This design comes from an exercise in tuning for small area and a short achievable clock period on the open sky130 flow, not from production work.
RTL that was checked went through simulation tests only; none was proved equivalent to the original.
Function not checked in runs 1, 2 and 6: the RTL went through the layout flow alone.
Power is estimated from default activity; no workload was simulated.

<file path="design/flow/design.v">
module ALU(Aq, Bq, Cq, Sq, imm, shift, asel, bsel, ALUop, loadc, loads, Cn, Sn);
  input  [15:0] Aq, Bq, Cq;
  input  [4:0]  imm;
  input  [1:0]  shift, ALUop;
  input         Sq, asel, bsel, loadc, loads;
  output [15:0] Cn;
  output        Sn;
  wire s0, sl, sr, s15;
  bdec ud (.bsel(bsel), .sh(shift), .s0(s0), .sl(sl), .sr(sr));
  bdec15 ud15 (.bsel(bsel), .sh(shift), .s15(s15));
  wire pa, subb;
  gm_xnor2 upa (.a(asel), .b(ALUop[0]), .y(pa));
  gm_buf usb (.a(ALUop[0]), .y(subb));
  wire op0b, op1b, ldcb;
  gm_buf ub0 (.a(ALUop[0]), .y(op0b));
  gm_buf ub1 (.a(ALUop[1]), .y(op1b));
  gm_buf ubc (.a(loadc), .y(ldcb));
  wire [1:0] opb = {op1b, op0b};
  wire nokill = ~ALUop[1] & loadc;
  wire kz  = ~ALUop[1] & ~ALUop[0];
  wire [15:0] An  = ~Aq;
  wire [15:0] Ain = Aq & {16{~asel}};
  wire [16:0] bx  = {1'b0, Bq, 1'b0};
  wire [15:0] Bin, ai, g, t, xn, nd, q, zb;
  genvar i;
  generate
    for (i = 0; i < 16; i = i + 1) begin : b
      wire na0, na1;
      gm_nand2 ua0 (.a(Aq[i]), .b(pa), .y(na0));
      gm_nand2 ua1 (.a(An[i]), .b(subb), .y(na1));
      gm_nand2 ua (.a(na0), .b(na1), .y(ai[i]));
      if (i < 5) begin : lo
        wire n0, n1, n2, n3;
        gm_nand2 u0 (.a(s0), .b(bx[i+1]), .y(n0));
        gm_nand2 u1 (.a(sl), .b(bx[i]), .y(n1));
        gm_nand2 u2 (.a(sr), .b(bx[i+2]), .y(n2));
        gm_nand2 u3 (.a(bsel), .b(imm[i]), .y(n3));
        gm_nand4 ub (.a(n0), .b(n1), .c(n2), .d(n3), .y(Bin[i]));
      end else if (i < 15) begin : mid
        wire n0, n1, n2;
        gm_nand2 u0 (.a(s0), .b(bx[i+1]), .y(n0));
        gm_nand2 u1 (.a(sl), .b(bx[i]), .y(n1));
        gm_nand2 u2 (.a(sr), .b(bx[i+2]), .y(n2));
        gm_nand3 ub (.a(n0), .b(n1), .c(n2), .y(Bin[i]));
      end else begin : top
        wire n0, n1;
        gm_nand2 u0 (.a(s15), .b(bx[i+1]), .y(n0));
        gm_nand2 u1 (.a(sl), .b(bx[i]), .y(n1));
        gm_nand2 ub (.a(n0), .b(n1), .y(Bin[i]));
      end
      gm_nand3 ug (.a(Bin[i]), .b(ai[i]), .c(nokill), .y(g[i]));
      gm_nor2 ut (.a(Bin[i]), .b(ai[i]), .y(t[i]));
      gm_xnor2 ux (.a(Ain[i]), .b(Bin[i]), .y(xn[i]));
      gm_nand2 un (.a(Ain[i]), .b(Bin[i]), .y(nd[i]));
      zsel uq (.xn(xn[i]), .nd(nd[i]), .bin(Bin[i]), .op(opb), .q(q[i]));
      if (i == 0) begin : z0
        assign zb[0] = q[0];
      end else begin : zi
        zx uz (.q(q[i]), .tn(t[i-1]), .k(kz), .y(zb[i]));
      end
    end
  endgenerate
  wire [15:0] y   = op1b ? (op0b ? ~Bin : ~nd) : ~xn;
  wire [15:0] yc  = ldcb ? y : Cq;
  wire        sq  = ~(~loads & Sq);
  wire g1_1;
  wire g1_3;
  wire t1_3;
  wire g1_5;
  wire t1_5;
  wire g1_7;
  wire t1_7;
  wire g1_9;
  wire t1_9;
  wire g1_11;
  wire t1_11;
  wire g1_13;
  wire t1_13;
  wire g1_1_n;
  wire g2_2;
  wire g2_3;
  wire g1_5_n;
  wire t1_5_n;
  wire g2_6;
  wire t2_6;
  wire g2_7;
  wire t2_7;
  wire g1_9_n;
  wire t1_9_n;
  wire g2_10;
  wire t2_10;
  wire g2_11;
  wire t2_11;
  wire g1_13_n;
  wire t1_13_n;
  wire g2_14;
  wire t2_14;
  wire g3_4;
  wire g2_3_n;
  wire g3_5;
  wire g3_6;
  wire g3_7;
  wire g3_12;
  wire t3_12;
  wire g2_11_n;
  wire t2_11_n;
  wire g3_13;
  wire t3_13;
  wire g3_14;
  wire t3_14;
  wire g3_7_n;
  wire g4_8;
  wire g4_9;
  wire g4_10;
  wire g4_11;
  wire g4_12;
  wire g4_13;
  wire g4_14;
  g_oai u1 (.gh(g[1]), .th(t[1]), .gl(g[0]), .go(g1_1));
  pg_oai u2 (.gh(g[3]), .th(t[3]), .gl(g[2]), .tl(t[2]), .go(g1_3), .to(t1_3));
  pg_oai u3 (.gh(g[5]), .th(t[5]), .gl(g[4]), .tl(t[4]), .go(g1_5), .to(t1_5));
  pg_oai u4 (.gh(g[7]), .th(t[7]), .gl(g[6]), .tl(t[6]), .go(g1_7), .to(t1_7));
  pg_oai u5 (.gh(g[9]), .th(t[9]), .gl(g[8]), .tl(t[8]), .go(g1_9), .to(t1_9));
  pg_oai u6 (.gh(g[11]), .th(t[11]), .gl(g[10]), .tl(t[10]), .go(g1_11), .to(t1_11));
  pg_oai u7 (.gh(g[13]), .th(t[13]), .gl(g[12]), .tl(t[12]), .go(g1_13), .to(t1_13));
  pfx_inv u8 (.a(g1_1), .y(g1_1_n));
  g_oai u9 (.gh(g[2]), .th(t[2]), .gl(g1_1_n), .go(g2_2));
  g_aoi u10 (.gh(g1_3), .th(t1_3), .gl(g1_1), .go(g2_3));
  pfx_inv u11 (.a(g1_5), .y(g1_5_n));
  pfx_inv u12 (.a(t1_5), .y(t1_5_n));
  pg_oai u13 (.gh(g[6]), .th(t[6]), .gl(g1_5_n), .tl(t1_5_n), .go(g2_6), .to(t2_6));
  pg_aoi u14 (.gh(g1_7), .th(t1_7), .gl(g1_5), .tl(t1_5), .go(g2_7), .to(t2_7));
  pfx_inv u15 (.a(g1_9), .y(g1_9_n));
  pfx_inv u16 (.a(t1_9), .y(t1_9_n));
  pg_oai u17 (.gh(g[10]), .th(t[10]), .gl(g1_9_n), .tl(t1_9_n), .go(g2_10), .to(t2_10));
  pg_aoi u18 (.gh(g1_11), .th(t1_11), .gl(g1_9), .tl(t1_9), .go(g2_11), .to(t2_11));
  pfx_inv u19 (.a(g1_13), .y(g1_13_n));
  pfx_inv u20 (.a(t1_13), .y(t1_13_n));
  pg_oai u21 (.gh(g[14]), .th(t[14]), .gl(g1_13_n), .tl(t1_13_n), .go(g2_14), .to(t2_14));
  g_oai u22 (.gh(g[4]), .th(t[4]), .gl(g2_3), .go(g3_4));
  pfx_inv u23 (.a(g2_3), .y(g2_3_n));
  g_aoi u24 (.gh(g1_5), .th(t1_5), .gl(g2_3_n), .go(g3_5));
  g_aoi u25 (.gh(g2_6), .th(t2_6), .gl(g2_3_n), .go(g3_6));
  g_oai u26 (.gh(g2_7), .th(t2_7), .gl(g2_3), .go(g3_7));
  pg_oai u27 (.gh(g[12]), .th(t[12]), .gl(g2_11), .tl(t2_11), .go(g3_12), .to(t3_12));
  pfx_inv u28 (.a(g2_11), .y(g2_11_n));
  pfx_inv u29 (.a(t2_11), .y(t2_11_n));
  pg_aoi u30 (.gh(g1_13), .th(t1_13), .gl(g2_11_n), .tl(t2_11_n), .go(g3_13), .to(t3_13));
  pg_aoi u31 (.gh(g2_14), .th(t2_14), .gl(g2_11_n), .tl(t2_11_n), .go(g3_14), .to(t3_14));
  pfx_inv u32 (.a(g3_7), .y(g3_7_n));
  g_oai u33 (.gh(g[8]), .th(t[8]), .gl(g3_7_n), .go(g4_8));
  g_aoi u34 (.gh(g1_9), .th(t1_9), .gl(g3_7), .go(g4_9));
  g_aoi u35 (.gh(g2_10), .th(t2_10), .gl(g3_7), .go(g4_10));
  g_oai u36 (.gh(g2_11), .th(t2_11), .gl(g3_7_n), .go(g4_11));
  g_aoi u37 (.gh(g3_12), .th(t3_12), .gl(g3_7), .go(g4_12));
  g_oai u38 (.gh(g3_13), .th(t3_13), .gl(g3_7_n), .go(g4_13));
  g_oai u39 (.gh(g3_14), .th(t3_14), .gl(g3_7_n), .go(g4_14));
  assign Cn[0] = yc[0];
  cxnor cx1 (.c(g[0]), .y(yc[1]), .o(Cn[1]));
  cxor cx2 (.c(g1_1), .y(yc[2]), .o(Cn[2]));
  cxor cx3 (.c(g2_2), .y(yc[3]), .o(Cn[3]));
  cxnor cx4 (.c(g2_3), .y(yc[4]), .o(Cn[4]));
  cxor cx5 (.c(g3_4), .y(yc[5]), .o(Cn[5]));
  cxnor cx6 (.c(g3_5), .y(yc[6]), .o(Cn[6]));
  cxnor cx7 (.c(g3_6), .y(yc[7]), .o(Cn[7]));
  cxor cx8 (.c(g3_7), .y(yc[8]), .o(Cn[8]));
  cxor cx9 (.c(g4_8), .y(yc[9]), .o(Cn[9]));
  cxnor cx10 (.c(g4_9), .y(yc[10]), .o(Cn[10]));
  cxnor cx11 (.c(g4_10), .y(yc[11]), .o(Cn[11]));
  cxor cx12 (.c(g4_11), .y(yc[12]), .o(Cn[12]));
  cxnor cx13 (.c(g4_12), .y(yc[13]), .o(Cn[13]));
  cxor cx14 (.c(g4_13), .y(yc[14]), .o(Cn[14]));
  cxor cx15 (.c(g4_14), .y(yc[15]), .o(Cn[15]));
  wire [7:0] zn1;
  wire [3:0] z2;
  wire [1:0] zn3;
  z_nand zt1_0 (.a(zb[0]), .b(zb[1]), .y(zn1[0]));
  z_nand zt1_1 (.a(zb[2]), .b(zb[3]), .y(zn1[1]));
  z_nand zt1_2 (.a(zb[4]), .b(zb[5]), .y(zn1[2]));
  z_nand zt1_3 (.a(zb[6]), .b(zb[7]), .y(zn1[3]));
  z_nand zt1_4 (.a(zb[8]), .b(zb[9]), .y(zn1[4]));
  z_nand zt1_5 (.a(zb[10]), .b(zb[11]), .y(zn1[5]));
  z_nand zt1_6 (.a(zb[12]), .b(zb[13]), .y(zn1[6]));
  z_nand zt1_7 (.a(zb[14]), .b(zb[15]), .y(zn1[7]));
  z_nor zt2_0 (.a(zn1[0]), .b(zn1[1]), .y(z2[0]));
  z_nor zt2_1 (.a(zn1[2]), .b(zn1[3]), .y(z2[1]));
  z_nor zt2_2 (.a(zn1[4]), .b(zn1[5]), .y(z2[2]));
  z_nor zt2_3 (.a(zn1[6]), .b(zn1[7]), .y(z2[3]));
  z_nand zt3_0 (.a(z2[0]), .b(z2[1]), .y(zn3[0]));
  z_nand zt3_1 (.a(z2[2]), .b(z2[3]), .y(zn3[1]));
  z_fin zt4 (.a(zn3[0]), .b(zn3[1]), .ldn(~loads), .q(sq), .y(Sn));
endmodule
module pg_aoi(gh, th, gl, tl, go, to);
  input gh, th, gl, tl;
  output go, to;
  assign go = ~(gh | (th & gl));
  assign to = ~(th & tl);
endmodule
module g_aoi(gh, th, gl, go);
  input gh, th, gl;
  output go;
  assign go = ~(gh | (th & gl));
endmodule
module pg_oai(gh, th, gl, tl, go, to);
  input gh, th, gl, tl;
  output go, to;
  assign go = ~(gh & (th | gl));
  assign to = ~(th | tl);
endmodule
module g_oai(gh, th, gl, go);
  input gh, th, gl;
  output go;
  assign go = ~(gh & (th | gl));
endmodule
module pfx_inv(a, y);
  input a;
  output y;
  assign y = ~a;
endmodule
module zsel(xn, nd, bin, op, q);
  input xn, nd, bin;
  input [1:0] op;
  output q;
  assign q = op[1] ? (op[0] ? bin : nd) : xn;
endmodule
module zx(q, tn, k, y);
  input q, tn, k;
  output y;
  assign y = q ^ (~tn & k);
endmodule
module bdec(bsel, sh, s0, sl, sr);
  input bsel;
  input [1:0] sh;
  output s0, sl, sr;
  assign s0 = ~bsel & ~sh[1] & ~sh[0];
  assign sl = ~bsel & ~sh[1] & sh[0];
  assign sr = ~bsel & sh[1];
endmodule
module bdec15(bsel, sh, s15);
  input bsel;
  input [1:0] sh;
  output s15;
  assign s15 = ~bsel & (sh[1] == sh[0]);
endmodule
module z_fin(a, b, ldn, q, y);
  input a, b, ldn, q;
  output y;
  assign y = ~((a | b | ldn) & q);
endmodule
module gm_buf(a, y);
  input a;
  output y;
  assign y = a;
endmodule
module gm_nand4(a, b, c, d, y);
  input a, b, c, d;
  output y;
  assign y = ~(a & b & c & d);
endmodule
module gm_nor2(a, b, y);
  input a, b;
  output y;
  assign y = ~(a | b);
endmodule
module gm_xnor2(a, b, y);
  input a, b;
  output y;
  assign y = ~(a ^ b);
endmodule
module gm_nand2(a, b, y);
  input a, b;
  output y;
  assign y = ~(a & b);
endmodule
module gm_nand3(a, b, c, y);
  input a, b, c;
  output y;
  assign y = ~(a & b & c);
endmodule
module gm_inv(a, y);
  input a;
  output y;
  assign y = ~a;
endmodule
module cxor(c, y, o);
  input c, y;
  output o;
  assign o = c ^ y;
endmodule
module cxnor(c, y, o);
  input c, y;
  output o;
  assign o = ~(c ^ y);
endmodule
module z_nand(a, b, y);
  input a, b;
  output y;
  assign y = ~(a & b);
endmodule
module z_nor(a, b, y);
  input a, b;
  output y;
  assign y = ~(a | b);
endmodule
module regfile(data_in, writenum, write, readnum, clk, data_out);
  input [15:0] data_in;
  input [2:0] writenum, readnum;
  input write, clk;
  output [15:0] data_out;
  reg [15:0] R [7:0];
  always_ff @(posedge clk)
    if (write)
      R[writenum] <= data_in;
  assign data_out = R[readnum];
endmodule
module datapath (clk, writenum, readnum, write, datapath_in, vsel, loada, loadb, loadc, shift, asel, bsel, ALUop, loads, Z_out, datapath_out);
  input write, clk, loada, loadb, loadc, asel, bsel, loads, vsel;
  input [1:0] ALUop, shift;
  input [2:0] writenum, readnum;
  input [15:0] datapath_in;
  output reg Z_out;
  output reg [15:0] datapath_out;
  reg  [15:0] aloaded, in;
  wire [15:0] data_in, data_out, cn;
  wire sn;
  assign data_in = vsel ? datapath_in : datapath_out;
  regfile REGFILE(data_in, writenum, write, readnum, clk, data_out);
  always_ff @(posedge clk) if (loada) aloaded <= data_out;
  always_ff @(posedge clk) if (loadb) in <= data_out;
  ALU alu(aloaded, in, datapath_out, Z_out, datapath_in[4:0], shift, asel, bsel, ALUop,
          loadc, loads, cn, sn);
  always_ff @(posedge clk) Z_out <= sn;
  always_ff @(posedge clk) datapath_out <= cn;
endmodule
</file>
<file path="design/flow/flow/run.sh">
#!/bin/bash
# The standard layout (standard.sh), with every input and output port
# buffered by a buf_4 cell instead of the buffer the resizer picks by default.
set -euo pipefail
bash standard.sh 'BUFFER_PORTS_ARGS=-buffer_cell sky130_fd_sc_hd__buf_4' finish > make.log 2>&1
</file>
<file path="design/flow/standard.sh">
#!/bin/bash
# synth_recipe.tcl (not shown) runs the flow's synth.tcl, then flattens the netlist and writes it again
# the make line also repeats each setting of config.mk as NAME=value (left out here)
make -C /OpenROAD-flow-scripts/flow DESIGN_CONFIG=/design/flow/config.mk WORK_HOME=/design/flow/orfs CLKGATE_MAP_FILE= SYNTH_SCRIPT=/design/flow/synth_recipe.tcl "${@:-finish}"
</file>
<file path="design/flow/config.mk">
export PLATFORM = sky130hd
export DESIGN_NAME = datapath
export DESIGN_NICKNAME = datapath
export VERILOG_FILES = /design/flow/design.v
export SDC_FILE = /design/flow/constraint.sdc
export NUM_CORES = 4
export LEC_CHECK = 0
export CAP_MARGIN = 20
export CORE_MARGIN = 2
export CORE_UTILIZATION = 60
export SETUP_SLACK_MARGIN = 2.9
export SLEW_MARGIN = 20
export SYNTH_HIERARCHICAL = 1
export SYNTH_MINIMUM_KEEP_SIZE = 0
</file>
<file path="design/flow/constraint.sdc">
create_clock -name core_clock -period 5.5 [get_ports {clk}]
set_input_delay 1.1000 -clock core_clock [delete_from_list [all_inputs] [get_ports {clk}]]
set_output_delay 1.1000 -clock core_clock [all_outputs]
set_load 0.01 [all_outputs]
</file>
==> results_dict.tcl, run 1 <==
set metrics [dict create \
    status "finished clean" \
    drive_above_1_share 0.352 \
    first_pass_iters 6 \
    portBuffers 51 \
    path_clk_slew_ps 80 \
    syn_inst 723 \
    yosysWarnings 8 \
    layout_commonest_cell "edfxtp_1" \
    setup_slack_ps 2840 \
    slowest_delay_ps 270 \
    crit_type "input port to register" \
    synth_ff_type "edfxtp_1" \
    drcViolationCount 0 \
    ys_seq_area_frac 0.548 \
    coreArea_mm2 0.0153 \
    finalPower_mw 3.59 \
    via_count 5937 \
    max_cap_viol_count 0 \
    holdBufCountCts 0 \
    die_h_um 129 \
    worstSkewPairLatency_ps 440 \
    cts-root-buf "clkbuf_16" \
    synth.top_cells.by_area "edfxtp_1, mux4_1, nand2_1, dfxtp_1, mux2i_1" \
    fmax_ghz 0.376 \
    clock-sinks 177 \
    grt_max_degree 52 \
    worstMarginPinSlew_ps 1070 \
    dp_hpwl_mm 13.5 \
    cpMostUsedCell "buf_6" \
    clockBufferDepth 2 \
    vdd_drop_max_mv 0.423 \
    tns_ps 0 \
    grt_first_pass_wirelength_mm 32.3 \
    critical_path.cell_chain "buf_12 -> nor3b_4 -> buf_6 -> clkbuf_16 -> nand2_4 -> nand4_1 -> buf_6 -> buf_6 -> mux2i_1 -> a21oi_2 -> xnor2_2 -> nand2_1 -> nor2_2 -> nand2_1 -> o31ai_2" \
    drtIter0Drc 388 \
    wire_per_inst_um 20.2 \
    synth_top_area_cell "edfxtp_1" \
    syn_area_per_cell_um2 13.0 \
    cp.arrival_ps 3020 \
    finalHoldViolCount 0 \
    wirelength_mm 21.0 \
    setup_violations 0 \
    fin_crit_sh 0.484 \
    place.gp.congestion 0.870 \
    initial_core_util 0.615 \
    core.rowCount 45 \
    viasPerCell 5.72 \
    async_flop_share 0 \
    area_delta_synth_final_pct 21.1 \
    powerDensity_mw_per_mm2 316 \
    slew_headroom 0.287 \
    grt_overflow_total 0 \
    cts_made_buffers 17 \
    grt_pass1_vias 5824 \
    crit_slowest_cell "nor3b_4" \
    hp-class "register to register" \
    antenna_found_initial 0 \
    clock_skew_ps 15.7 \
    synth_top_area_frac 0.512 \
    grt_usage 0.268 \
    synth.distinct_cells 37 \
    required_ps 5860 \
    detail-route-antenna-nets 0 \
    ys_ff_latch 177 \
    drv_slew 0 \
    post-place-ws_ps 1790 \
    synth_edf_count 160 \
    endpoint_kind "register" \
    fin_crit_ps 2660 \
    die_w_um 129 \
    rrSetupSlack_ps 3420 \
    synth_nets 758 \
    final_cell_mix "edfxtp_1, nand2_1, buf_4" \
    syn_area_mm2 0.00939 \
    dieArea_mm2 0.0167 \
    leakage_nw 4.51 \
    rsz0062_at_grt "true" \
    fin_nets 849 \
    ioPinCount 52 \
    cts_max_level 4 \
    cts_tree "done" \
    cp_max_fo 5 \
    critPathLaunchType "input port" \
    num_antenna_cells 0 \
]
## per-layer routing
metal,up-vias,routed length [µm],GRT usage
met3,26,916,0.0545
li1,2826,-,-
met2,146,10500,0.441
met1,2939,9220,0.366
met4,0,343,0.0786
met5,-,0,0
## modules after synthesis, one instance, submodules excluded, a selection
module	copies in the design	area, µm²
bdec	1	21.3
bdec15	1	12.5
cxor	8	8.76
gm_buf	4	7.51
gm_nand2	114	3.75
gm_nor2	15	3.75
gm_xnor2	17	8.76
pfx_inv	11	3.75
pg_oai	10	12.5
z_nand	10	3.75
z_nor	4	3.75
zsel	16	18.8
## area by class of cell
| class | instances | area [µm²] |
|---|---|---|
| tap | 211 | 264 |
| fill | 945 | 3890 |
| clock buffer | 18 | 429 |
| multi-input combinational | 493 | 4400 |
| timing repair buffer | 97 | 860 |
| inverter | 28 | 105 |
| sequential | 177 | 5140 |
| clock inverter | 14 | 163 |
## state kept, by name, summed over array words and instances, names as in the netlist
signal	cells
datapath_out	16
Z_out	1
REGFILE.R	128
in	16
aloaded	16
## path summary, 6_finish.rpt
kind	start	end	cells past startpoint
hold / removal	Z_out$_DFF_P_	Z_out$_DFF_P_	2
setup / recovery	shift[1]	Z_out$_DFF_P_	15
setup reg to reg	in[2]$_DFFE_PP_	datapath_out[10]$_DFF_P_	9
hold reg to reg	Z_out$_DFF_P_	Z_out$_DFF_P_	2
## critical path, delay by kind of cell
family | cells | cell delay (ps)
buffers and inverters | 5 | 650
AO/OA/AOI/OAI | 2 | 400
XOR/XNOR | 1 | 120
AND/OR/NAND/NOR | 6 | 670
multiplexers | 1 | 70
## cells in the mapped netlist (15+ instances only)
cell type,count
nor2b_1,17
a211o_1,15
nand2_1,131
nand2b_4,15
mux2i_1,32
nor2_1,68
inv_1,28
a21oi_1,16
mux2_2,22
xnor2_2,15
mux4_1,28
dfxtp_1,17
nor3b_1,17
nand3_1,25
xnor2_1,24
edfxtp_1,160
## cells by family (layout without fill, tap and decap cells)
family | Yosys count | count (layout) | synth area share
xor+xnor | 48 | 48 | 0.0568
simple gates | 286 | 287 | 0.149
compound gates | 61 | 61 | 0.0479
buf+inv | 54 | 157 | 0.0337
mux | 96 | 96 | 0.164
other cells | 1 | 1 | 0.000400
flops | 177 | 177 | 0.548
## power breakdown
part	switching, mW	internal, mW
Sequential	0.0657	1.59
Clock	0.573	0.649
Combinational	0.372	0.338
Total	1.01	2.58
## through the flow
| stage | instances | instance area (µm²) | utilization | hold slack [ps] |
|---|---|---|---|---|
| 2_1_floorplan | 723 | 9630 | - | 498 |
| 4_1_cts | 1023 | 11000 | 0.724 | 474 |
| 6_report | 1038 | 11400 | 0.745 | 477 |
| 5_1_grt | 1038 | 11400 | 0.745 | 520 |
| 3_5_place_dp | 965 | 10100 | 0.664 | 455 |
| 3_3_place_gp | 965 | 10100 | 0.664 | 450 |
## what timing repair did
action	CTS	global route
pin swaps	12	16
setup buffers	25	14
endpoints found under the setup margin	15	12
gates resized for setup	17	40
cloned	1	1
==> run 2, diff against run 1 <==
--- a/design/flow/config.mk
+++ b/design/flow/config.mk
@@ -10,3 +10,3 @@
 export CORE_UTILIZATION = 60
-export SETUP_SLACK_MARGIN = 2.9
+export SETUP_SLACK_MARGIN = 2.5
 export SLEW_MARGIN = 20
==> run 2 against run 1 <==
Via count fell by 2.6%. First-iteration DRC count rose by 4.9%. Total power fell by 2.2%. Largest cell class unchanged.
==> results_dict.tcl, run 2 <==
set metrics [dict create \
    async_flop_share 0 \
    grt_max_degree 52 \
    drtIter0Drc 407 \
    synth_edf_count 160 \
    synth_top_area_frac 0.512 \
    drv_slew 0 \
    layout_commonest_cell "edfxtp_1" \
    worstSkewPairLatency_ps 430 \
    crit_type "input port to register" \
    path_clk_slew_ps 70 \
    hold_depth 2 \
    synth_nets 758 \
    finalHoldViolCount 0 \
    num_antenna_cells 0 \
    rsz0062_at_grt "false" \
    required_ps 5850 \
    cp.arrival_ps 3250 \
    yosysMostFrequentCell "edfxtp_1" \
    hp-start "Z_out$_DFF_P_" \
    fin_crit_ps 2900 \
    portBuffers 51 \
    powerDensity_mw_per_mm2 327 \
    ys_ff_latch 177 \
    grt_pass1_vias 5823 \
    layout.cells.non_filler 1010 \
    syn_inst 723 \
    crit_buf_inv 3 \
    syn_area_mm2 0.00939 \
    clock_skew_ps 9.71 \
    wire_per_inst_um 19.7 \
    synth_top_area_cell "edfxtp_1" \
    synth.top_cells.by_area "edfxtp_1, mux4_1, nand2_1, dfxtp_1, mux2i_1" \
    critical_path.cell_chain "buf_4 -> nor3_4 -> buf_4 -> buf_4 -> nand2_1 -> nand3_1 -> xnor2_1 -> nor2_1 -> a21oi_2 -> xnor2_2 -> nand2_1 -> nor2_1 -> nand2_1 -> o31ai_2" \
    placed_area_mm2 0.00994 \
    die_w_um 129 \
    drcViolationCount 0 \
    antenna_found_initial 0 \
    viasPerCell 5.72 \
    yosysWarnings 8 \
    setup_violations 0 \
    area_delta_synth_final_pct 14.5 \
    top_register "REGFILE.R" \
    grt_first_pass_wirelength_mm 31.1 \
    syn_area_per_cell_um2 13.0 \
    dp_hpwl_mm 13.5 \
    synth.distinct_cells 37 \
    coreArea_mm2 0.0153 \
    clockBufferDepth 2 \
    fin_crit_sh 0.527 \
    final_cell_mix "edfxtp_1, nand2_1, buf_4" \
    slowest_delay_ps 220 \
    cts_tree "done" \
    leakage_nw 4.22 \
    critPathLaunchType "input port" \
    ioPinCount 52 \
    fmax_ghz 0.345 \
    grt_overflow_total 0 \
    rr_endpoint "Z_out$_DFF_P_" \
    wirelength_mm 19.9 \
    core.rowCount 45 \
    final_area_mm2 0.0107 \
    holdBufCountCts 0 \
    drive_above_1_share 0.259 \
    status "finished clean" \
    fin_nets 821 \
    clock-sinks 177 \
    synth_ff_type "edfxtp_1" \
    r2r-start "in[3]$_DFFE_PP_" \
    tns_ps 0 \
    max_cap_viol_count 0 \
    cts_made_buffers 17 \
    detail-route-antenna-nets 0 \
    crit_slowest_cell "a21oi_2" \
    dp_cells 966 \
    worstMarginPinSlew_ps 975 \
    yosys-top-cells-count "edfxtp_1, nand2_1, nor2_1, mux2i_1" \
    grt_usage 0.255 \
    reg2reg_depth 10 \
    first_pass_iters 4 \
    endpoint_kind "register" \
    worstHoldEndpoint "Z_out$_DFF_P_" \
    hp-class "register to register" \
    place.gp.congestion 0.838 \
    cp_max_fo 11 \
    initial_core_util 0.615 \
    slew_headroom 0.348 \
    ys_seq_area_frac 0.548 \
    cp_top_family "simple AND/OR/NAND/NOR gates" \
    cts-root-buf "clkbuf_16" \
    via_count 5781 \
    cts_max_level 4 \
    finalPower_mw 3.51 \
    dieArea_mm2 0.0167 \
    vdd_drop_max_mv 0.290 \
    rrSetupSlack_ps 3390 \
    final_util 0.704 \
    largest_register_ffs 128 \
    die_h_um 129 \
]
## run 2: final cells by class
class | count | area [µm²]
sequential | 177 | 5140
fill | 1085 | 4510
multi-input combinational | 493 | 4070
timing repair buffer | 69 | 543
clock buffer | 17 | 425
tap | 211 | 264
clock inverter | 15 | 195
inverter | 28 | 105
## run 2: repair_timing
action	in CTS	in global routing
gates cloned	0	1
endpoints found under the hold margin	0	0
endpoints found under the setup margin	11	8
buffers inserted	7	4
pin swaps	3	4
gates resized for setup	3	13
## run 2: worst reg2reg max path: stages (launching register included)
cell and delay (ps):
edfxtp_1 420, nand2_1 90, nand4_1 270, xnor2_1 310, nor2_1 80, a21oi_1 230, xnor2_2 140, nand2_1 70
nor2_1 150, nand2_1 80, o31ai_2 190
## run 2: worst max-delay path by stage
stage	slack, ps	startpoint	to	depth (start not counted)
floorplan	2510	shift[0]	datapath_out[12]$_DFF_P_	10
global placement	1730	ALUop[0]	datapath_out[9]$_DFF_P_	11
detailed placement	1640	ALUop[0]	datapath_out[15]$_DFF_P_	11
CTS	2590	bsel	datapath_out[14]$_DFF_P_	11
global route	2480	shift[1]	Z_out$_DFF_P_	14
finish	2600	shift[1]	Z_out$_DFF_P_	14
## run 2: metal layers
metal	wire length, µm	share of wire	track usage	up-vias
met2	10500	0.52	0.445	116
li1	-	-	-	2768
met3	731	0.037	0.0421	27
met4	321	0.016	0.0850	0
met5	0	0	0	-
met1	8410	0.42	0.330	2870
## run 2: Yosys stat by module (local to each module, per instance), a selection
module    copies in the design  cells inside  cell area (µm²)  flip-flops and latches
regfile                      1           198             4970                     128
ALU                          1           112              753                       0
zx                          15             2             30.0                       0
bdec                         1             3             21.3                       0
pg_aoi                       4             2             12.5                       0
g_aoi                        6             1             8.76                       0
cxor                         8             1             8.76                       0
gm_nand4                     5             1             6.26                       0
gm_nand2                   114             1             3.75                       0
pfx_inv                     11             1             3.75                       0
z_nand                      10             1             3.75                       0
## run 2: metrics by stage
step           worst slack [ps]  hold WS, ps
2_1_floorplan              2510          499
3_3_place_gp               1730          454
3_5_place_dp               1640          453
4_1_cts                    2590          472
5_1_grt                    2480          499
6_report                   2600          470
## run 2: kinds of logic after synthesis
logic type / count (synthesis) / share of synthesized area
and+or+nand+nor: 286 / 0.149
other: 1 / 0.000400
buffers and inverters: 54 / 0.0337
AOI/OAI and AO/OA: 61 / 0.0479
muxes: 96 / 0.164
xor gates and xnor gates: 48 / 0.0568
DFF: 177 / 0.548
## run 2: power by group
| group | internal [mW] | leakage, nW | total [mW] | switching [mW] |
|---|---|---|---|---|
| clock network | 0.656 | 0.299 | 1.22 | 0.568 |
| logic | 0.292 | 2.30 | 0.634 | 0.341 |
| registers | 1.59 | 1.63 | 1.65 | 0.0601 |
| total | 2.54 | 4.22 | 3.51 | 0.970 |
==> run 3, diff against run 2 <==
--- a/design/flow/design.v
+++ b/design/flow/design.v
@@ -10,10 +10,4 @@
   bdec15 ud15 (.bsel(bsel), .sh(shift), .s15(s15));
-  wire pa, subb;
-  gm_xnor2 upa (.a(asel), .b(ALUop[0]), .y(pa));
-  gm_buf usb (.a(ALUop[0]), .y(subb));
-  wire op0b, op1b, ldcb;
-  gm_buf ub0 (.a(ALUop[0]), .y(op0b));
-  gm_buf ub1 (.a(ALUop[1]), .y(op1b));
-  gm_buf ubc (.a(loadc), .y(ldcb));
-  wire [1:0] opb = {op1b, op0b};
+  wire ka, kn, k1;
+  adec ua (.asel(asel), .sub(ALUop[0]), .ka(ka), .kn(kn), .k1(k1));
   wire nokill = ~ALUop[1] & loadc;
@@ -27,6 +21,3 @@
     for (i = 0; i < 16; i = i + 1) begin : b
-      wire na0, na1;
-      gm_nand2 ua0 (.a(Aq[i]), .b(pa), .y(na0));
-      gm_nand2 ua1 (.a(An[i]), .b(subb), .y(na1));
-      gm_nand2 ua (.a(na0), .b(na1), .y(ai[i]));
+      gm_a221o ua (.a1(ka), .a2(Aq[i]), .b1(kn), .b2(An[i]), .c1(k1), .x(ai[i]));
       if (i < 5) begin : lo
@@ -54,3 +45,3 @@
       gm_nand2 un (.a(Ain[i]), .b(Bin[i]), .y(nd[i]));
-      zsel uq (.xn(xn[i]), .nd(nd[i]), .bin(Bin[i]), .op(opb), .q(q[i]));
+      zsel uq (.xn(xn[i]), .nd(nd[i]), .bin(Bin[i]), .op(ALUop), .q(q[i]));
       if (i == 0) begin : z0
@@ -62,4 +53,4 @@
   endgenerate
-  wire [15:0] y   = op1b ? (op0b ? ~Bin : ~nd) : ~xn;
-  wire [15:0] yc  = ldcb ? y : Cq;
+  wire [15:0] y   = ALUop[1] ? (ALUop[0] ? ~Bin : ~nd) : ~xn;
+  wire [15:0] yc  = loadc ? y : Cq;
   wire        sq  = ~(~loads & Sq);
@@ -244,2 +235,9 @@
 endmodule
+module adec(asel, sub, ka, kn, k1);
+  input asel, sub;
+  output ka, kn, k1;
+  assign ka = ~asel & ~sub;
+  assign kn = ~asel & sub;
+  assign k1 = asel & sub;
+endmodule
 module z_fin(a, b, ldn, q, y);
@@ -249,6 +247,6 @@
 endmodule
-module gm_buf(a, y);
-  input a;
-  output y;
-  assign y = a;
+module gm_a221o(a1, a2, b1, b2, c1, x);
+  input a1, a2, b1, b2, c1;
+  output x;
+  assign x = (a1 & a2) | (b1 & b2) | c1;
 endmodule
@@ -269,2 +267,17 @@
 endmodule
+module gm_a22oi(a1, a2, b1, b2, y);
+  input a1, a2, b1, b2;
+  output y;
+  assign y = ~((a1 & a2) | (b1 & b2));
+endmodule
+module gm_a222oi(a1, a2, b1, b2, c1, c2, y);
+  input a1, a2, b1, b2, c1, c2;
+  output y;
+  assign y = ~((a1 & a2) | (b1 & b2) | (c1 & c2));
+endmodule
+module gm_a211oi(a1, a2, b1, c1, y);
+  input a1, a2, b1, c1;
+  output y;
+  assign y = ~((a1 & a2) | b1 | c1);
+endmodule
 module gm_nand2(a, b, y);
@@ -279,2 +292,7 @@
 endmodule
+module gm_nor3(a, b, c, y);
+  input a, b, c;
+  output y;
+  assign y = ~(a | b | c);
+endmodule
 module gm_inv(a, y);
==> run 3 against run 2 <==
Core utilization decreased by 0.61 points. Largest power group unchanged. Highest routed layer unchanged. Clock-buffer cell count unchanged. Sequential power hardly changed. Non-clock buffer count shrank 5. Die area down 0.35%. Area after synthesis down 0.36%.
==> results_dict.tcl, run 3 <==
set metrics [dict create \
    final_util 0.698 \
    drcViolationCount 0 \
    dp_hpwl_mm 13.3 \
    async_flop_share 0 \
    yosysMostFrequentCell "edfxtp_1" \
    synth.top_cells.by_area "edfxtp_1, mux4_1, dfxtp_1, nand2_1, mux2i_1" \
    slew_headroom 0.326 \
    die_w_um 129 \
    area_delta_synth_final_pct 13.5 \
    detail-route-antenna-nets 0 \
    portBuffers 51 \
    max_cap_viol_count 0 \
    ys_seq_area_frac 0.550 \
    clock_skew_ps 9.18 \
    leakage_nw 4.09 \
    grt_usage 0.253 \
    yosys-top-cells-count "edfxtp_1, nand2_1, nor2_1, mux2i_1" \
    largest_register_ffs 128 \
    via_count 5737 \
    ys_ff_latch 177 \
    finalPower_mw 3.50 \
    finalHoldViolCount 0 \
    fin_crit_ps 2910 \
    rsz0062_at_grt "false" \
    die_h_um 129 \
    status "finished clean" \
    grt_overflow_total 0 \
    final_cell_mix "edfxtp_1, nand2_1, nor2_1" \
    yosysWarnings 8 \
    antenna_found_initial 0 \
    fin_nets 787 \
    place.gp.congestion 0.870 \
    core.rowCount 45 \
    top_layer_used "met4" \
    drtIter0Drc 328 \
    crit_type "input port to register" \
    dieArea_mm2 0.0166 \
    clock-sinks 177 \
    setup_violations 0 \
    synth_nets 726 \
    grt_max_degree 52 \
    ioPinCount 52 \
    cts_made_buffers 17 \
    dr_wl_met3_um 690 \
    fin_crit_sh 0.530 \
    syn_inst 691 \
    drive_above_1_share 0.261 \
    coreArea_mm2 0.0152 \
    path_clk_slew_ps 70 \
    wirelength_mm 19.8 \
    layout_commonest_cell "edfxtp_1" \
    fmax_ghz 0.343 \
    first_pass_iters 5 \
    cts_tree "done" \
    worstMarginPinSlew_ps 1010 \
    hp-class "register to register" \
    syn_area_mm2 0.00935 \
    num_antenna_cells 0 \
    clockBufferDepth 2 \
    cp.arrival_ps 3270 \
    synth_edf_count 160 \
    viasPerCell 6.02 \
    worstSkewPairLatency_ps 440 \
    wire_per_inst_um 20.8 \
    wl_met1_mm 8.77 \
    synth_ff_type "edfxtp_1" \
    endpoint_kind "register" \
    drv_slew 0 \
    cp_max_fo 14 \
    synth.distinct_cells 40 \
    synth_top_area_frac 0.514 \
    holdBufCountCts 0 \
    critPathLaunchType "input port" \
    grt_first_pass_wirelength_mm 30.9 \
    synth_top_area_cell "edfxtp_1" \
    required_ps 5850 \
    tns_ps 0 \
    vdd_drop_max_mv 0.271 \
    syn_area_per_cell_um2 13.5 \
    cts_max_level 4 \
    grt_pass1_vias 5664 \
    rrSetupSlack_ps 3290 \
    dr_wl_met2_mm 10.0 \
    cts-root-buf "clkbuf_16" \
    top_register "REGFILE.R" \
    initial_core_util 0.615 \
    powerDensity_mw_per_mm2 329 \
]
## run 3: changes by cell type after synthesis, moves of 2 or more
cell	change
nor2b_1	-3
a221o_1	+15
and2b_1	+2
nor2_1	+2
buf_4	-4
nand2_1	-45
## run 3: worst paths after layout
kind,from,end,depth (start not counted)
setup / recovery,shift[1],Z_out$_DFF_P_,13
hold / removal,Z_out$_DFF_P_,Z_out$_DFF_P_,2
setup reg to reg,in[12]$_DFFE_PP_,Z_out$_DFF_P_,10
hold reg to reg,Z_out$_DFF_P_,Z_out$_DFF_P_,2
## run 3: modules after synthesis (local to each module, per instance), excerpt
module	copies in the design	cells	area, µm²
gm_xnor2	16	1	8.76
pfx_inv	11	1	3.75
pg_aoi	4	2	12.5
pg_oai	10	2	12.5
bdec15	1	2	12.5
adec	1	3	20.0
zsel	16	3	18.8
ALU	1	112	757
gm_nand2	69	1	3.75
z_nor	4	1	3.75
bdec	1	3	21.3
cxor	8	1	8.76
## run 3: worst max-delay path, stage by stage
cell and delay (ps):
buf_4 140, nor3b_4 300, buf_12 180, nand2_1 60, nand3_1 270, xnor2_1 200, nor2_1 80, a21oi_1 230
xnor2_2 140, nand2_1 60, nor2_1 190, nand2_1 100, o31ai_2 220
## run 3: metal layers
metal	GRT usage	vias to the layer above
li1	-	2713
met1	0.330	2868
met2	0.439	131
met5	0	-
met3	0.0432	25
met4	0.0774	0
## run 3: stage by stage
stage / area, µm² / setup WS (ps) / hold WS, ps / std cells
after global placement: 9890 / 1660 / 458 / 915
after detailed placement: 9890 / 1500 / 458 / 915
after global routing: 10600 / 2500 / 506 / 953
after floorplan: 9380 / 2260 / 499 / 691
final: 10600 / 2590 / 473 / 953
after CTS: 10600 / 2550 / 477 / 950
## run 3: kinds of logic after synthesis
group | share of synthesized area
mux | 0.165
flops | 0.550
other cells | 0.000401
compound gates | 0.0641
xor+xnor | 0.0561
buf+inv | 0.0310
simple gates | 0.133
## run 3: area by class of cell
class	instances	area, µm²
Fill cell	1070	4590
Inverter	28	105
Multi-Input combinational cell	464	4020
Clock buffer	17	425
Timing Repair Buffer	64	500
Tap cell	188	235
Clock inverter	15	189
Sequential cell	177	5140
## run 3: what timing repair did
action / in CTS / in global routing
gates resized for setup: 8 / 5
setup buffers: 3 / 3
endpoints found under the hold margin: 0 / 0
pin swaps: 2 / 3
endpoints found under the setup margin: 10 / 9
## run 3: power by group
part	internal (mW)	leakage, nW	switching (mW)
Combinational	0.281	2.16	0.327
Sequential	1.59	1.63	0.0597
Clock	0.657	0.302	0.580
Total	2.53	4.09	0.966
==> run 4, diff against run 3 <==
--- a/design/flow/config.mk
+++ b/design/flow/config.mk
@@ -10,3 +10,3 @@
 export CORE_UTILIZATION = 60
-export SETUP_SLACK_MARGIN = 2.5
+export SETUP_SLACK_MARGIN = 2.9
 export SLEW_MARGIN = 20
==> run 4 against run 3 <==
Sequential cell count unchanged. Via count is 2.4% higher. First-iteration DRC count is 34% higher. Largest cell class unchanged. Area after synthesis did not move. Sequential power is essentially flat. Global-route usage up 1.1 points. Clock-buffer cell count stayed put. Clock power fell by 3%. Worst setup slack gained 190 ps. Wire length grew 3.8%. Largest power group unchanged. Worst hold slack better by 19 ps. Combinational power rose by 7.7%.
==> results_dict.tcl, run 4 <==
set metrics [dict create \
    crit_type "input port to register" \
    yosys-top-cells-count "edfxtp_1, nand2_1, nor2_1, mux2i_1" \
    die_w_um 129 \
    num_antenna_cells 0 \
    top_register "REGFILE.R" \
    ioPinCount 52 \
    placed_area_mm2 0.00995 \
    cts_made_buffers 17 \
    grt_first_pass_wirelength_mm 32.4 \
    critPathLaunchType "input port" \
    hp-class "register to register" \
    place.gp.congestion 0.826 \
    synth_nets 726 \
    multi_input_area_mm2 0.00423 \
    wirelength_mm 20.6 \
    grt_pass1_vias 5990 \
    largest_register_ffs 128 \
    clock_skew_ps 9.50 \
    first_pass_iters 5 \
    cp.arrival_ps 3080 \
    final_cell_mix "edfxtp_1, nand2_1, buf_4" \
    core.rowCount 45 \
    synth_top_area_cell "edfxtp_1" \
    detail-route-antenna-nets 0 \
    async_flop_share 0 \
    status "finished clean" \
    clock-sinks 177 \
    ys_seq_area_frac 0.550 \
    fin_crit_ps 2720 \
    worstMarginPinSlew_ps 973 \
    die_h_um 129 \
    max_cap_viol_count 0 \
    whs_ps 492 \
    synth.top_cells.by_area "edfxtp_1, mux4_1, dfxtp_1, nand2_1, mux2i_1" \
    fmax_ghz 0.367 \
    final_area_mm2 0.0110 \
    final_util 0.723 \
    area_delta_synth_final_pct 17.5 \
    antenna_found_initial 0 \
    syn_inst 691 \
    drtIter0Drc 440 \
    layout_commonest_cell "edfxtp_1" \
    tns_ps 0 \
    cts_tree "done" \
    cp_max_fo 19 \
    required_ps 5860 \
    fin_nets 806 \
    setup_violations 0 \
    path_clk_slew_ps 70 \
    endpoint_kind "register" \
    grt_usage 0.264 \
    synth.distinct_cells 40 \
    initial_core_util 0.615 \
    finalPower_mw 3.50 \
    fill_cells 990 \
    finalHoldViolCount 0 \
    worstSkewPairLatency_ps 430 \
    rsz0062_at_grt "true" \
    viasPerCell 6.04 \
    synth_ff_type "edfxtp_1" \
    synth_top_area_frac 0.514 \
    syn_area_per_cell_um2 13.5 \
    holdBufCountCts 0 \
    syn_area_mm2 0.00935 \
    dp_hpwl_mm 13.6 \
    yosysMostFrequentCell "edfxtp_1" \
    coreArea_mm2 0.0152 \
    drive_above_1_share 0.330 \
    ff_latch_area_mm2 0.00514 \
    portBuffers 51 \
    drcViolationCount 0 \
    powerDensity_mw_per_mm2 319 \
    cts-root-buf "clkbuf_16" \
    slew_headroom 0.349 \
    drv_slew 0 \
    yosysWarnings 8 \
    wire_per_inst_um 21.2 \
    vdd_drop_max_mv 0.276 \
    grt_max_degree 52 \
    via_count 5874 \
    synth_edf_count 160 \
    ys_ff_latch 177 \
    leakage_nw 4.27 \
    dieArea_mm2 0.0166 \
    grt_overflow_total 0 \
    clockBufferDepth 2 \
    fin_crit_sh 0.495 \
    cts_max_level 4 \
]
[run 4: final cells by class]
class,count,area share
clock buffer,17,0.0387
clock inverter,15,0.0155
inverter,28,0.00980
multi-input combinational,465,0.385
sequential,177,0.468
tap,188,0.0214
timing repair buffer,82,0.0613
[run 4: cell families (layout without fill, tap and decap cells)]
| group | count (synthesis) | after routing | synth area share |
|---|---|---|---|
| AOI/OAI and AO/OA | 76 | 76 | 0.0641 |
| buffers and inverters | 50 | 142 | 0.0310 |
| and+or+nand+nor | 244 | 245 | 0.133 |
| other | 1 | 1 | 0.000401 |
| DFF | 177 | 177 | 0.550 |
| muxes | 96 | 96 | 0.165 |
| xor gates and xnor gates | 47 | 47 | 0.0561 |
[run 4: report_power, final]
part | internal [mW] | switching (mW) | total [mW]
Combinational | 0.307 | 0.348 | 0.655
Sequential | 1.59 | 0.0597 | 1.65
Clock | 0.647 | 0.551 | 1.20
[run 4: per-layer routing]
metal / track usage / up-vias / share of wire
met5: 0 / - / 0
met4: 0.0946 / 0 / 0.023
met3: 0.0403 / 33 / 0.031
met2: 0.457 / 137 / 0.52
met1: 0.342 / 2959 / 0.43
li1: - / 2745 / -
[run 4: modules after synthesis, one instance, submodules excluded, excerpt]
module    cells inside  cell area (µm²)
z_nor                1             3.75
gm_xnor2             1             8.76
adec                 3             20.0
cxnor                1             8.76
gm_nand2             1             3.75
gm_nor2              1             3.75
zx                   2             30.0
z_fin                1             12.5
pg_aoi               2             12.5
regfile            198             4970
pfx_inv              1             3.75
zsel                 3             18.8
g_oai                1             5.00
cxor                 1             8.76
pg_oai               2             12.5
z_nand               1             3.75
[run 4: per-stage QoR]
| step | setup slack, ps | std cells |
|---|---|---|
| finish | 2780 | 972 |
| CTS | 2850 | 966 |
| global placement | 2030 | 914 |
| floorplan | 2680 | 691 |
| detailed placement | 1910 | 914 |
| global route | 2710 | 972 |
[run 4: final timing paths]
kind                                 startpoint                  endpoint  slack (ps)  depth (start not counted)
worst max-delay path                       asel  datapath_out[13]$_DFF_P_        2780                         10
worst min-delay path              Z_out$_DFF_P_             Z_out$_DFF_P_         490                          2
worst min register to register    Z_out$_DFF_P_             Z_out$_DFF_P_         490                          2
worst max register to register  in[2]$_DFFE_PP_             Z_out$_DFF_P_        3460                         10
[run 4: critical path, cell delays in order]
cell and delay [ps]:
buf_6 180, and2b_4 290, a221o_1 350, nor2_1 230, nor2_1 110, a21oi_4 250, o21ai_4 110, buf_4 150
a21oi_2 160, xnor2_1 130
[run 4: repair_timing]
action,in CTS,in global routing
endpoints found under the setup margin,14,12
gates resized for setup,38,11
gates cloned,0,1
endpoints found under the hold margin,0,0
buffers inserted,20,5
pin swaps,17,5
==> run 5, diff against run 4 <==
--- a/design/flow/config.mk
+++ b/design/flow/config.mk
@@ -10,2 +10,3 @@
 export CORE_UTILIZATION = 60
+export CTS_BUF_LIST = sky130_fd_sc_hd__clkbuf_4 sky130_fd_sc_hd__clkbuf_8
 export SETUP_SLACK_MARGIN = 2.9
==> run 5 against run 4 <==
Synthesized cell count did not move. Largest power group unchanged. First-iteration DRC count fell by 12%. Critical endpoint is now Z_out$_DFF_P_. Design area fell by 0.12%. Clock-buffer cell count did not move.
==> results_dict.tcl, run 5 <==
set metrics [dict create \
    final_util 0.722 \
    ioPinCount 52 \
    antenna_found_initial 0 \
    yosysWarnings 8 \
    grt_first_pass_wirelength_mm 31.7 \
    cp.arrival_ps 3080 \
    vdd_drop_max_mv 0.235 \
    worstMarginPinSlew_ps 990 \
    place.gp.congestion 0.826 \
    area_delta_synth_final_pct 17.3 \
    max_cap_viol_count 0 \
    syn_inst 691 \
    p_int_mw 2.29 \
    synth.top_cells.by_area "edfxtp_1, mux4_1, dfxtp_1, nand2_1, mux2i_1" \
    finalHoldViolCount 0 \
    async_flop_share 0 \
    coreArea_mm2 0.0152 \
    cts_max_level 4 \
    crit_type "input port to register" \
    setup_violations 0 \
    dp_hpwl_mm 13.6 \
    synth_top_area_frac 0.514 \
    yosysMostFrequentCell "edfxtp_1" \
    drtIter0Drc 388 \
    fin_nets 814 \
    fin_crit_sh 0.487 \
    synth_edf_count 160 \
    comb_power_share 0.209 \
    core.rowCount 45 \
    final_cell_mix "edfxtp_1, buf_4, nand2_1" \
    leakage_nw 4.25 \
    status "finished clean" \
    ys_ff_latch 177 \
    initial_core_util 0.615 \
    dieArea_mm2 0.0166 \
    clockBufferDepth 2 \
    drcViolationCount 0 \
    wirelength_mm 20.5 \
    tns_ps 0 \
    rsz0062_at_grt "true" \
    synth_nets 726 \
    seq_power_share 0.512 \
    drv_slew 0 \
    worstSkewPairLatency_ps 470 \
    ys_seq_area_frac 0.550 \
    synth_top_area_cell "edfxtp_1" \
    yosys-top-cells-count "edfxtp_1, nand2_1, nor2_1, mux2i_1" \
    clock-sinks 177 \
    portBuffers 51 \
    fmax_ghz 0.373 \
    die_h_um 129 \
    wire_per_inst_um 20.9 \
    first_pass_iters 5 \
    cts_tree "done" \
    dp_cells 914 \
    synth.distinct_cells 40 \
    via_count 5902 \
    hp-class "register to register" \
    layout_commonest_cell "edfxtp_1" \
    path_clk_slew_ps 100 \
    cp_max_fo 7 \
    critPathLaunchType "input port" \
    detail-route-antenna-nets 0 \
    endpoint_kind "register" \
    clock_skew_ps 12.9 \
    largest_register_ffs 128 \
    drive_above_1_share 0.355 \
    fin_crit_ps 2680 \
    p_clk_frac 0.279 \
    num_antenna_cells 0 \
    grt_max_degree 52 \
    grt_usage 0.258 \
    cts_made_buffers 17 \
    holdBufCountCts 0 \
    grt_pass1_vias 5919 \
    grt_overflow_total 0 \
    top_register "REGFILE.R" \
    switching_power_uw 933 \
    syn_area_mm2 0.00935 \
    synth_ff_type "edfxtp_1" \
    viasPerCell 6.02 \
    die_w_um 129 \
    syn_area_per_cell_um2 13.5 \
    layout.cells.non_filler 980 \
    powerDensity_mw_per_mm2 294 \
    final_area_mm2 0.0110 \
    slew_headroom 0.338 \
    placed_area_mm2 0.00995 \
    required_ps 5900 \
    swShare 0.290 \
    cts-root-buf "clkbuf_8" \
]
[run 5: cell counts after synthesis]
No cell type changed its count.
[run 5: layout make-up]
class | count | area (µm²)
fillers | 1018 | 4230
inverters | 28 | 108
well taps | 188 | 235
multi-input cells | 465 | 4310
clock buffers | 17 | 234
repair buffers | 90 | 774
clock inverters | 15 | 170
flip-flops and latches | 177 | 5140
[run 5: cells by family (layout without fill, tap and decap cells)]
group / after synthesis / in the layout / share of synthesized area
mux: 96 / 96 / 0.165
xor+xnor: 47 / 47 / 0.0561
compound gates: 76 / 76 / 0.0641
other cells: 1 / 1 / 0.000401
simple gates: 244 / 245 / 0.133
buf+inv: 50 / 150 / 0.0310
flops: 177 / 177 / 0.550
[run 5: repair_timing]
item / CTS / global route
buffers inserted: 17 / 15
setup endpoints to repair: 14 / 11
gates cloned: 0 / 2
resized for setup: 36 / 36
pin swaps: 18 / 27
[run 5: metal layers]
layer,track usage,share of wire,vias to the layer above,routed length [µm]
met4,0.0850,0.025,0,522
met5,0,0,-,0
li1,-,-,2752,-
met2,0.439,0.52,147,10600
met3,0.0441,0.035,38,718
met1,0.341,0.42,2965,8650
[run 5: power groups by stage]
stage | logic [mW] | clock network, mW | registers, mW
finish | 0.674 | 0.899 | 1.65
CTS | 0.639 | 0.911 | 1.65
global placement | 0.586 | 0 | 1.67
floorplan | 0.416 | 0 | 1.66
detailed placement | 0.601 | 0 | 1.68
global route | 0.727 | 0.964 | 1.66
[run 5: stage by stage]
step                worst slack, ps  power, mW  hold WS [ps]
floorplan                      2680       2.08           499
global placement               2030       2.26           471
detailed placement             1910       2.28           478
CTS                            2900       3.20           502
global route                   2780       3.35           525
finish                         2820       3.22           499
[run 5: path summary, 6_finish.rpt]
kind / from / endpoint / slack, ps / cells past startpoint
max: shift[1] / Z_out$_DFF_P_ / 2820 / 14
min: Z_out$_DFF_P_ / Z_out$_DFF_P_ / 500 / 2
max reg2reg: in[5]$_DFFE_PP_ / Z_out$_DFF_P_ / 3450 / 11
min reg2reg: Z_out$_DFF_P_ / Z_out$_DFF_P_ / 500 / 2
[run 5: modules after synthesis (local to each module, per instance), a selection]
module	area [µm²]	copies in the design	cells inside	flops+latches
gm_nor2	3.75	15	1	0
bdec	21.3	1	3	0
zsel	18.8	16	3	0
g_aoi	8.76	6	1	0
cxnor	8.76	7	1	0
gm_a221o	10.0	15	1	0
datapath	1550	1	67	49
z_fin	12.5	1	1	0
regfile	4970	1	198	128
[run 5: worst max-delay path, stage by stage]
cell and delay (ps):
buf_12 120, nor3b_4 320, buf_12 170, nand2_2 50, nand4_1 190, buf_4 170
xnor2_2 120, nor2_1 80, a21oi_2 180, xnor2_2 120, nand2_1 80, nor2_2 130
nand2_1 90, o31ai_2 170
==> run 6, diff against run 5 <==
--- a/design/flow/design.v
+++ b/design/flow/design.v
@@ -327,8 +327,22 @@
   output [15:0] data_out;
-  reg [15:0] R [7:0];
-  always_ff @(posedge clk)
-    if (write)
-      R[writenum] <= data_in;
+  reg  [15:0] R [7:0];
+  wire [15:0] Rn [7:0];
+  genvar k, b;
+  generate
+    for (k = 0; k < 8; k = k + 1) begin : r
+      wire we = write & (writenum == k);
+      wire wn = ~we;
+      for (b = 0; b < 16; b = b + 1) begin : bit_
+        hold_ao h (.e(we), .en(wn), .d(data_in[b]), .q(R[k][b]), .o(Rn[k][b]));
+      end
+      always_ff @(posedge clk) R[k] <= Rn[k];
+    end
+  endgenerate
   assign data_out = R[readnum];
 endmodule
+module hold_ao(e, en, d, q, o);
+  input e, en, d, q;
+  output o;
+  assign o = (e & d) | (en & q);
+endmodule
 module datapath (clk, writenum, readnum, write, datapath_in, vsel, loada, loadb, loadc, shift, asel, bsel, ALUop, loads, Z_out, datapath_out);
@@ -341,3 +355,3 @@
   reg  [15:0] aloaded, in;
-  wire [15:0] data_in, data_out, cn;
+  wire [15:0] data_in, data_out, an, bn, cn;
   wire sn;
@@ -345,4 +359,12 @@
   regfile REGFILE(data_in, writenum, write, readnum, clk, data_out);
-  always_ff @(posedge clk) if (loada) aloaded <= data_out;
-  always_ff @(posedge clk) if (loadb) in <= data_out;
+  wire nla = ~loada, nlb = ~loadb;
+  genvar b;
+  generate
+    for (b = 0; b < 16; b = b + 1) begin : ab
+      hold_ao ha (.e(loada), .en(nla), .d(data_out[b]), .q(aloaded[b]), .o(an[b]));
+      hold_ao hb (.e(loadb), .en(nlb), .d(data_out[b]), .q(in[b]), .o(bn[b]));
+    end
+  endgenerate
+  always_ff @(posedge clk) aloaded <= an;
+  always_ff @(posedge clk) in <= bn;
   ALU alu(aloaded, in, datapath_out, Z_out, datapath_in[4:0], shift, asel, bsel, ALUop,
--- a/design/flow/config.mk
+++ b/design/flow/config.mk
@@ -9,5 +9,5 @@
 export CORE_MARGIN = 2
-export CORE_UTILIZATION = 60
-export CTS_BUF_LIST = sky130_fd_sc_hd__clkbuf_4 sky130_fd_sc_hd__clkbuf_8
-export SETUP_SLACK_MARGIN = 2.9
+export CORE_UTILIZATION = 65
+export CTS_BUF_LIST = sky130_fd_sc_hd__clkbuf_8 sky130_fd_sc_hd__clkbuf_16
+export SETUP_SLACK_MARGIN = 3.0
 export SLEW_MARGIN = 20
==> run 6 against run 5 <==
Still clean on timing, DRC and antenna. Area after synthesis fell by 1.6%. Synthesized cell count rose by 38%. Die area fell by 8.9%. Core utilization rose by 8.9 points. Clock skew fell by 1.9 ps. Fmax fell by 8.6%. Cell count rose by 26%. Register-to-register slack got worse by 150 ps. Sequential share of layout area fell by 15 points. Design area rose by 2.5%. Sequential power rose by 11%. Highest routed layer unchanged.
==> results_dict.tcl, run 6 <==
set metrics [dict create \
    clock-sinks 177 \
    switching_power_mw 1.38 \
    area_delta_synth_final_pct 22.3 \
    fin_crit_sh 0.533 \
    clockBufferDepth 2 \
    synth-compound-area-share 0.255 \
    core.rowCount 43 \
    cts_made_buffers 17 \
    yosys-top-cells-count "dfxtp_1, a22o_1, nand2_1, nor2_1, mux2i_1" \
    die_h_um 123 \
    synth.top_cells.by_area "dfxtp_1, a22o_1, mux2i_1, nand2_1, nor2_1" \
    tns_ps 0 \
    cts_tree "done" \
    synth_xor_area_frac 0.0570 \
    cts-root-buf "clkbuf_16" \
    coreArea_mm2 0.0139 \
    grt_overflow_total 0 \
    drv_slew 0 \
    vdd_drop_max_mv 0.300 \
    grt_pass1_vias 7769 \
    status "finished clean" \
    required_ps 5810 \
    ioPinCount 52 \
    viasPerCell 6.88 \
    syn_area_mm2 0.00920 \
    setup_violations 0 \
    ff_latch_area_mm2 0.00354 \
    place.gp.congestion 0.990 \
    top_register "REGFILE.R" \
    syn_area_per_cell_um2 9.68 \
    num_antenna_cells 0 \
    leakage_nw 4.97 \
    antenna_found_initial 0 \
    finalHoldViolCount 0 \
    whs_ps 473 \
    portBuffers 51 \
    path_clk_slew_ps 70 \
    async_flop_share 0 \
    dp_hpwl_mm 17.0 \
    yosysMostFrequentCell "dfxtp_1" \
    endpoint_kind "register" \
    grt_usage 0.348 \
    synth_edf_count 0 \
    layout_commonest_cell "dfxtp_1" \
    synth_top_family_by_area "compound AO/OA/AOI/OAI gates" \
    cts_max_level 4 \
    largest_register_ffs 128 \
    synthAdderAreaFrac 0 \
    worstSkewPairLatency_ps 430 \
    ys_seq_area_frac 0.385 \
    cp_max_fo 8 \
    yosysWarnings 9 \
    synth.distinct_cells 44 \
    cp.arrival_ps 3240 \
    fin_nets 1076 \
    multi_input_area_mm2 0.00585 \
    synth_nets 986 \
    slew_headroom 0.336 \
    synthMuxAreaShare 0.107 \
    holdBufCountCts 0 \
    first_pass_iters 5 \
    die_w_um 123 \
    wire_per_inst_um 23.3 \
    swShare 0.325 \
    synth_ff_type "dfxtp_1" \
    synth_top_area_frac 0.385 \
    drcViolationCount 0 \
    final_util 0.811 \
    seq_power_share 0.432 \
    ys_ff_latch 177 \
    synthSimpleGateAreaFrac 0.155 \
    p_clk_frac 0.273 \
    drtIter0Drc 988 \
    fin_crit_ps 2930 \
    max_cap_viol_count 0 \
    worstMarginPinSlew_ps 994 \
    via_count 8477 \
    wirelength_mm 28.8 \
    drive_above_1_share 0.286 \
    powerDensity_mw_per_mm2 377 \
    initial_core_util 0.663 \
    grt_first_pass_wirelength_mm 40.9 \
    clock_skew_ps 10.9 \
    comb_power_share 0.294 \
    crit_type "input port to register" \
    fmax_ghz 0.341 \
    rsz0062_at_grt "true" \
    final_cell_mix "dfxtp_1, a22o_1, nand2_1" \
    finalPower_mw 4.24 \
    p_int_mw 2.86 \
    hp-class "register to register" \
    synth_top_area_cell "dfxtp_1" \
    critPathLaunchType "input port" \
    dieArea_mm2 0.0151 \
    grt_max_degree 56 \
    syn_inst 951 \
    detail-route-antenna-nets 0 \
    fill_cells 850 \
]
-- run 6: changes by cell type after synthesis, sizes merged, moves of 15 or more --
| cell | before | now |
|---|---|---|
| a22o | 0 | 160 |
| mux4 | 32 | 1 |
| dfxtp | 17 | 177 |
| edfxtp | 160 | 0 |
| mux2 | 32 | 17 |
| mux2i | 32 | 73 |
-- run 6: repair_timing --
action	4_1_cts	5_1_grt
gates cloned	1	3
setup endpoints to repair	122	86
pin swaps	11	39
gates resized for setup	39	86
buffers inserted	29	17
-- run 6: worst max-delay path, stage by stage --
cell	delay [ps]
buf_12	110
nor3b_4	320
clkbuf_16	230
nand2_2	50
nand4_1	110
buf_6	170
xnor2_4	140
nor2_2	70
a21oi_2	180
xnor2_2	130
nand2_1	80
nor2_1	110
nand2_1	80
o31ai_2	340
-- run 6: path summary, 6_finish.rpt --
kind / from / cells after the start / endpoint / slack, ps
worst max-delay path: shift[1] / 14 / Z_out$_DFF_P_ / 2570
worst min-delay path: REGFILE.R[3][8]$_DFF_P_ / 1 / REGFILE.R[3][8]$_DFF_P_ / 470
worst max register to register: aloaded[12]$_DFF_P_ / 9 / Z_out$_DFF_P_ / 3300
worst min register to register: REGFILE.R[3][8]$_DFF_P_ / 1 / REGFILE.R[3][8]$_DFF_P_ / 470
-- run 6: cell type report --
cell class | count | share of cell area
Clock buffer | 21 | 0.0427
Clock inverter | 10 | 0.00678
Inverter | 38 | 0.0155
Multi-Input combinational cell | 708 | 0.520
Sequential cell | 177 | 0.315
Tap cell | 180 | 0.0200
Timing Repair Buffer | 99 | 0.0804
-- run 6: through the flow --
step                      setup WS [ps]  area, µm²  std cells
after global routing               2570      11300       1233
after CTS                          2830      10700       1213
after floorplan                    2700       9340        951
after global placement             2100       9710       1152
after detailed placement           1960       9710       1152
final                              2570      11300       1233
-- run 6: per-layer routing --
layer | track usage | up-vias | share of wire
met2 | 0.569 | 568 | 0.47
met1 | 0.472 | 4103 | 0.40
met5 | 0 | - | 0
met3 | 0.0567 | 88 | 0.091
met4 | 0.112 | 0 | 0.033
li1 | - | 3718 | -
-- run 6: cell families after synthesis --
kind of cell    count (synthesis)
xor+xnor                       47
mux                            91
buf+inv                        68
other cells                     1
flops                         177
simple gates                  281
compound gates                286
-- run 6: modules after synthesis (local to each module, per instance), a selection --
module    cells inside  copies in the design  cell area (µm²)  flip-flops and latches
hold_ao              1                   160             8.76                       0
pfx_inv              1                    11             3.75                       0
bdec15               2                     1             12.5                       0
bdec                 3                     1             21.3                       0
z_nand               1                    10             3.75                       0
pg_oai               2                    10             12.5                       0
gm_nand4             1                     5             6.26                       0
g_aoi                1                     6             8.76                       0
regfile            296                     1             3730                     128
zx                   2                    15             30.0                       0
gm_a221o             1                    15             10.0                       0
-- run 6: power by group through the flow --
stage / sequential, mW / combinational [mW] / clock (mW)
2_1_floorplan: 1.78 / 0.800 / 0
3_3_place_gp: 1.83 / 1.02 / 0
3_5_place_dp: 1.84 / 1.06 / 0
4_1_cts: 1.82 / 1.12 / 1.15
5_1_grt: 1.86 / 1.33 / 1.20
6_report: 1.83 / 1.25 / 1.16

## re-timing with driven ports
No port has a modelled driver above. Below, the same layouts with a new extraction and two added sets of constraints. Step 1: set_driving_cell puts a clkbuf_16 on clk and a buf_2 on each other input, an assumption about the parent block. Step 2 moves the port delays by t, midway between the first and last clock arrival at a register: inputs arrive t later, outputs are due t later. That takes back most of the time a late clock gives input paths. Slacks: ideal ports / drivers / drivers and shift; pairs: ideal ports / drivers.
run	t (ns)	slack for setup (ns)	worst setup path after step 2	pins driven straight from the clock port
run 1	0.476	2.839 / 2.837 / 2.361	input to register	1
run 2	0.469	2.599 / 2.620 / 2.151	input to register	1
run 3	0.477	2.586 / 2.609 / 2.132	input to register	1
run 4	0.466	2.778 / 2.781 / 2.315	input to register	1
run 5	0.506	2.821 / 2.813 / 2.308	input to register	1
run 6	0.468	2.571 / 2.566 / 2.099	input to register	1
After both steps every run listed still meets setup and hold. The setup slack of run 5, which loses most, moves by -0.008 ns with the drivers and by -0.513 ns with both steps.
